This is an optimization exercise on Yosys and OpenROAD, whose aim is small area, a short achievable clock period and few clock cycles, not a production implementation.
RTL that was checked went through simulation tests only; none was proved equivalent to the original.
No activity file was given, so power comes from the tool's default toggle rates.

==> module alu, before the edit <==
module alu (
  input  [31:0] a,
  input  [31:0] b,
  input   [2:0] f3,
  input         sub,
  input         alt,
  output reg [31:0] res,
  output [31:0] sum,
  output        taken
);
  wire [31:0] bx = sub ? ~b : b;
  wire [32:0] s  = {1'b0, a} + {1'b0, bx} + {32'b0, sub};
  assign sum = s[31:0];
  wire eq  = (a == b);
  wire ltu = ~s[32];
  wire lt  = (a[31] ^ b[31]) ? a[31] : s[31];
  assign taken = f3[0] ^ (f3[2] ? (f3[1] ? ltu : lt) : eq);
  wire [4:0] sh = b[4:0];
  wire signed [32:0] a_ext = {alt & a[31], a};
  wire signed [32:0] sr_ext = a_ext >>> sh;
  wire [31:0] sr = sr_ext[31:0];
  always @(*) begin
    case (f3)
      3'b000: res = s[31:0];
      3'b001: res = a << sh;
      3'b010: res = {31'b0, lt};
      3'b011: res = {31'b0, ltu};
      3'b100: res = a ^ b;
      3'b101: res = sr;
      3'b110: res = a | b;
      default: res = a & b;
    endcase
  end
endmodule
==> module cpu, before the edit <==
module cpu (
  input clk,
  input reset,
  output [31:0] imem_addr,
  input  [31:0] imem_rdata,
  output [31:0] dmem_addr,
  output [31:0] dmem_wdata,
  output        dmem_we,
  input  [31:0] dmem_rdata,
  output        wb_we,
  output  [4:0] wb_rd,
  output [31:0] wb_data
);
  reg  [31:0] pc;
  reg  [31:0] d_ins;
  reg  [31:0] d_alt;
  reg         d_valid;
  reg  [31:0] e_a, e_b, e_c;
  reg   [4:0] e_rd;
  reg   [2:0] e_f3;
  reg         e_sub, e_alt;
  reg         e_we, e_load, e_store, e_br, e_jalr, e_link, e_pred;
  reg   [1:0] e_fa, e_fb, e_fc;
  reg  [31:0] m_res, m_sdata;
  reg   [4:0] m_rd;
  reg         m_we, m_load, m_store;
  reg  [31:0] w_data;
  reg   [4:0] w_rd;
  reg         w_we;
  wire [31:0] a = e_fa[1] ? m_res : e_fa[0] ? w_data : e_a;
  wire [31:0] b = e_fb[1] ? m_res : e_fb[0] ? w_data : e_b;
  wire [31:0] c = e_fc[1] ? m_res : e_fc[0] ? w_data : e_c;
  wire [31:0] alu_res, sum;
  wire        taken;
  alu alu (
    .a    (a      ),
    .b    (b      ),
    .f3   (e_f3   ),
    .sub  (e_sub  ),
    .alt  (e_alt  ),
    .res  (alu_res),
    .sum  (sum    ),
    .taken(taken  )
  );
  wire        e_redirect = e_jalr | (e_br & (taken ^ e_pred));
  wire [31:0] e_target   = e_jalr ? sum : e_c;
  wire  [6:0] op  = d_ins[6:0];
  wire  [2:0] f3  = d_ins[14:12];
  wire  [4:0] rs1 = d_ins[19:15];
  wire  [4:0] rs2 = d_ins[24:20];
  wire  [4:0] rd  = d_ins[11:7];
  wire is_r    = op[6:2] == 5'b01100;
  wire is_i    = op[6:2] == 5'b00100;
  wire is_load = op[6:2] == 5'b00000;
  wire is_st   = op[6:2] == 5'b01000;
  wire is_br   = op[6:2] == 5'b11000;
  wire is_jal  = op[6:2] == 5'b11011;
  wire is_jalr = op[6:2] == 5'b11001;
  wire use1 = ~is_jal;
  wire use2 = is_r | is_st | is_br;
  wire wr   = (is_r | is_i | is_load | is_jal | is_jalr) && rd != 5'd0;
  wire [31:0] rf0, rf1;
  reg_file rf (
    .clk   (clk   ),
    .raddr0(rs1   ),
    .raddr1(rs2   ),
    .waddr (w_rd  ),
    .wdata (w_data),
    .we    (w_we  ),
    .rdata0(rf0   ),
    .rdata1(rf1   )
  );
  wire [31:0] imm_i  = {{20{d_ins[31]}}, d_ins[31:20]};
  wire [31:0] imm_s  = {{20{d_ins[31]}}, d_ins[31:25], d_ins[11:7]};
  wire stall = d_valid && e_load && ((use1 && rs1 == e_rd) || (use2 && rs2 == e_rd));
  wire fa_m = e_we && rs1 == e_rd;
  wire fa_w = m_we && rs1 == m_rd;
  wire fb_m = e_we && rs2 == e_rd;
  wire fb_w = m_we && rs2 == m_rd;
  wire kill_d = e_redirect | stall | ~d_valid;
  assign imem_addr = pc;
  wire [31:0] ins = imem_rdata;
  wire f_jal = ins[6:2] == 5'b11011;
  wire f_br  = ins[6:2] == 5'b11000;
  wire [31:0] off_b = {{22{ins[31]}}, ins[7], ins[30:25], ins[11:9]};
  wire [31:0] off_j = {{14{ins[31]}}, ins[19:12], ins[20], ins[30:22]};
  wire [31:0] f_target = pc + (f_jal ? off_j : off_b);
  wire [31:0] f_pc1    = pc + 32'd1;
  wire        f_pred   = f_jal | (f_br & ins[31]);
  always @(posedge clk or posedge reset) begin
    if (reset) begin
      pc      <= 32'd0;
      d_valid <= 1'b0;
    end else begin
      if (e_redirect) begin
        pc      <= e_target;
        d_valid <= 1'b0;
      end else if (!stall) begin
        pc      <= f_pred ? f_target : f_pc1;
        d_valid <= 1'b1;
      end
    end
  end
  always @(posedge clk) begin
    if (!stall) begin
      d_ins <= ins;
      d_alt <= (f_br & ~ins[31]) ? f_target : f_pc1;
    end
  end
  always @(posedge clk or posedge reset) begin
    if (reset) begin
      e_we    <= 1'b0;
      e_load  <= 1'b0;
      e_store <= 1'b0;
      e_br    <= 1'b0;
      e_jalr  <= 1'b0;
    end else begin
      e_we    <= ~kill_d & wr;
      e_load  <= ~kill_d & is_load & (rd != 5'd0);
      e_store <= ~kill_d & is_st;
      e_br    <= ~kill_d & is_br;
      e_jalr  <= ~kill_d & is_jalr;
    end
  end
  always @(posedge clk) begin
    e_a    <= rf0;
    e_b    <= (is_r | is_br) ? rf1 : is_st ? imm_s : imm_i;
    e_c    <= is_st ? rf1 : d_alt;
    e_rd   <= rd;
    e_f3   <= (is_r | is_i | is_br) ? f3 : 3'b000;
    e_sub  <= is_br | (is_r & d_ins[30] & f3 == 3'b000) | ((is_r | is_i) & f3[2:1] == 2'b01);
    e_alt  <= d_ins[30];
    e_link <= is_jal | is_jalr;
    e_pred <= d_ins[31];
    e_fa   <= {fa_m, ~fa_m & fa_w};
    e_fb   <= (is_r | is_br) ? {fb_m, ~fb_m & fb_w} : 2'b00;
    e_fc   <= is_st ? {fb_m, ~fb_m & fb_w} : 2'b00;
  end
  always @(posedge clk or posedge reset) begin
    if (reset) begin
      m_we    <= 1'b0;
      m_load  <= 1'b0;
      m_store <= 1'b0;
    end else begin
      m_we    <= e_we;
      m_load  <= e_load;
      m_store <= e_store;
    end
  end
  always @(posedge clk) begin
    m_res   <= e_link ? e_c : (e_load | e_store) ? sum : alu_res;
    m_sdata <= c;
    m_rd    <= e_rd;
  end
  assign dmem_addr  = m_res;
  assign dmem_wdata = m_sdata;
  assign dmem_we    = m_store;
  always @(posedge clk or posedge reset) begin
    if (reset) w_we <= 1'b0;
    else       w_we <= m_we;
  end
  always @(posedge clk) begin
    w_data <= m_load ? dmem_rdata : m_res;
    w_rd   <= m_rd;
  end
  assign wb_we   = w_we;
  assign wb_rd   = w_rd;
  assign wb_data = w_data;
endmodule
clock: 10.0 ns
lec_check: 0
cap_margin: 20
core_margin: 2
core_utilization: 40
slew_margin: 20
run.sh (not shown) runs the stock make flow with config.mk's settings and CLKGATE_MAP_FILE= SYNTH_SCRIPT=/design/flow/synth_recipe.tcl, a recipe that flattens the netlist after the stock synthesis.
Testbench counts at the start, summed over its fixed seeds: cycles 19,214.
Rerun with:
--- a/flow/design.v
+++ b/flow/design.v
@@ -16,11 +16,9 @@
   wire ltu = ~s[32];
   wire lt  = (a[31] ^ b[31]) ? a[31] : s[31];
   assign taken = f3[0] ^ (f3[2] ? (f3[1] ? ltu : lt) : eq);
   wire [4:0] sh = b[4:0];
-  wire signed [32:0] a_ext = {alt & a[31], a};
-  wire signed [32:0] sr_ext = a_ext >>> sh;
-  wire [31:0] sr = sr_ext[31:0];
+  wire [31:0] sr = $signed({alt & a[31], a}) >>> sh;
   always @(*) begin
     case (f3)
       3'b000: res = s[31:0];
       3'b001: res = a << sh;
@@ -81,9 +79,9 @@
   output [31:0] wb_data
 );
   reg  [31:0] pc;
   reg  [31:0] d_ins;
-  reg  [31:0] d_alt;
+  reg  [31:0] d_pc;
   reg         d_valid;
   reg  [31:0] e_a, e_b, e_c;
   reg   [4:0] e_rd;
   reg   [2:0] e_f3;
@@ -140,23 +138,21 @@
     .rdata1(rf1   )
   );
   wire [31:0] imm_i  = {{20{d_ins[31]}}, d_ins[31:20]};
   wire [31:0] imm_s  = {{20{d_ins[31]}}, d_ins[31:25], d_ins[11:7]};
+  wire [31:0] off_b  = {{22{d_ins[31]}}, d_ins[7], d_ins[30:25], d_ins[11:9]};
+  wire [31:0] off_j  = {{14{d_ins[31]}}, d_ins[19:12], d_ins[20], d_ins[30:22]};
+  wire [31:0] d_target = d_pc + (is_jal ? off_j : off_b);
+  wire [31:0] d_pc1    = d_pc + 32'd1;
+  wire pred = is_jal | (is_br & d_ins[31]);
   wire stall = d_valid && e_load && ((use1 && rs1 == e_rd) || (use2 && rs2 == e_rd));
+  wire d_redirect = d_valid & pred & ~stall;
   wire fa_m = e_we && rs1 == e_rd;
   wire fa_w = m_we && rs1 == m_rd;
   wire fb_m = e_we && rs2 == e_rd;
   wire fb_w = m_we && rs2 == m_rd;
   wire kill_d = e_redirect | stall | ~d_valid;
   assign imem_addr = pc;
-  wire [31:0] ins = imem_rdata;
-  wire f_jal = ins[6:2] == 5'b11011;
-  wire f_br  = ins[6:2] == 5'b11000;
-  wire [31:0] off_b = {{22{ins[31]}}, ins[7], ins[30:25], ins[11:9]};
-  wire [31:0] off_j = {{14{ins[31]}}, ins[19:12], ins[20], ins[30:22]};
-  wire [31:0] f_target = pc + (f_jal ? off_j : off_b);
-  wire [31:0] f_pc1    = pc + 32'd1;
-  wire        f_pred   = f_jal | (f_br & ins[31]);
   always @(posedge clk or posedge reset) begin
     if (reset) begin
       pc      <= 32'd0;
       d_valid <= 1'b0;
@@ -164,17 +160,17 @@
       if (e_redirect) begin
         pc      <= e_target;
         d_valid <= 1'b0;
       end else if (!stall) begin
-        pc      <= f_pred ? f_target : f_pc1;
-        d_valid <= 1'b1;
+        pc      <= d_redirect ? d_target : pc + 32'd1;
+        d_valid <= ~d_redirect;
       end
     end
   end
   always @(posedge clk) begin
     if (!stall) begin
-      d_ins <= ins;
-      d_alt <= (f_br & ~ins[31]) ? f_target : f_pc1;
+      d_ins <= imem_rdata;
+      d_pc  <= pc;
     end
   end
   always @(posedge clk or posedge reset) begin
     if (reset) begin
@@ -193,9 +189,9 @@
   end
   always @(posedge clk) begin
     e_a    <= rf0;
     e_b    <= (is_r | is_br) ? rf1 : is_st ? imm_s : imm_i;
-    e_c    <= is_st ? rf1 : d_alt;
+    e_c    <= is_st ? rf1 : (is_br & ~d_ins[31]) ? d_target : d_pc1;
     e_rd   <= rd;
     e_f3   <= (is_r | is_i | is_br) ? f3 : 3'b000;
     e_sub  <= is_br | (is_r & d_ins[30] & f3 == 3'b000) | ((is_r | is_i) & f3[2:1] == 2'b01);
     e_alt  <= d_ins[30];
Sequential power came out higher slightly.
Worst setup slack improves by 0.050 ns.
Core utilization came out lower by 0.15 points.
Global-route usage came out higher by 1.3 points.
Total power came out higher by a few percent.
Maximum frequency came out higher slightly.
Register-to-register slack degrades by 0.14 ns.
Routed wire length came out higher by a few percent.
Cell count came out higher slightly.
Die area hardly moves.
Hold slack degrades by 0.037 ns.
Function not checked in the second run of this note: the RTL went through the layout flow alone.

## afterwards: timing with drivers on the ports
In the flow no input, the clock included, has a driving cell. The finished layouts below were timed again as built, in two steps.
Step 1 assumes that a clkbuf_16 drives the clock port and a buf_2 every other input.
Step 2 times the ports against the registers' clock, not the clock port: input delays grow and output delays shrink by t, the midpoint of the rising clock arrivals with the driver on.
a / b / c = ideal ports / drivers / drivers and shift; a / b = the first two.
run | t (ns) | setup WS [ns] | worst setup path after step 2 | latest minus earliest clock arrival (ns) | pins driven straight from the clock port
the first run | 0.874 | 3.695 / 3.744 / 2.870 | input to register | 0.046 / 0.046 | 1
the second run | 0.886 | 3.745 / 3.745 / 3.745 | register to register | 0.076 / 0.076 | 1
After both steps setup and hold are still met in every run listed. The setup slack of the first run, which loses most, moves by +0.049 ns with the drivers and by -0.825 ns with both steps.
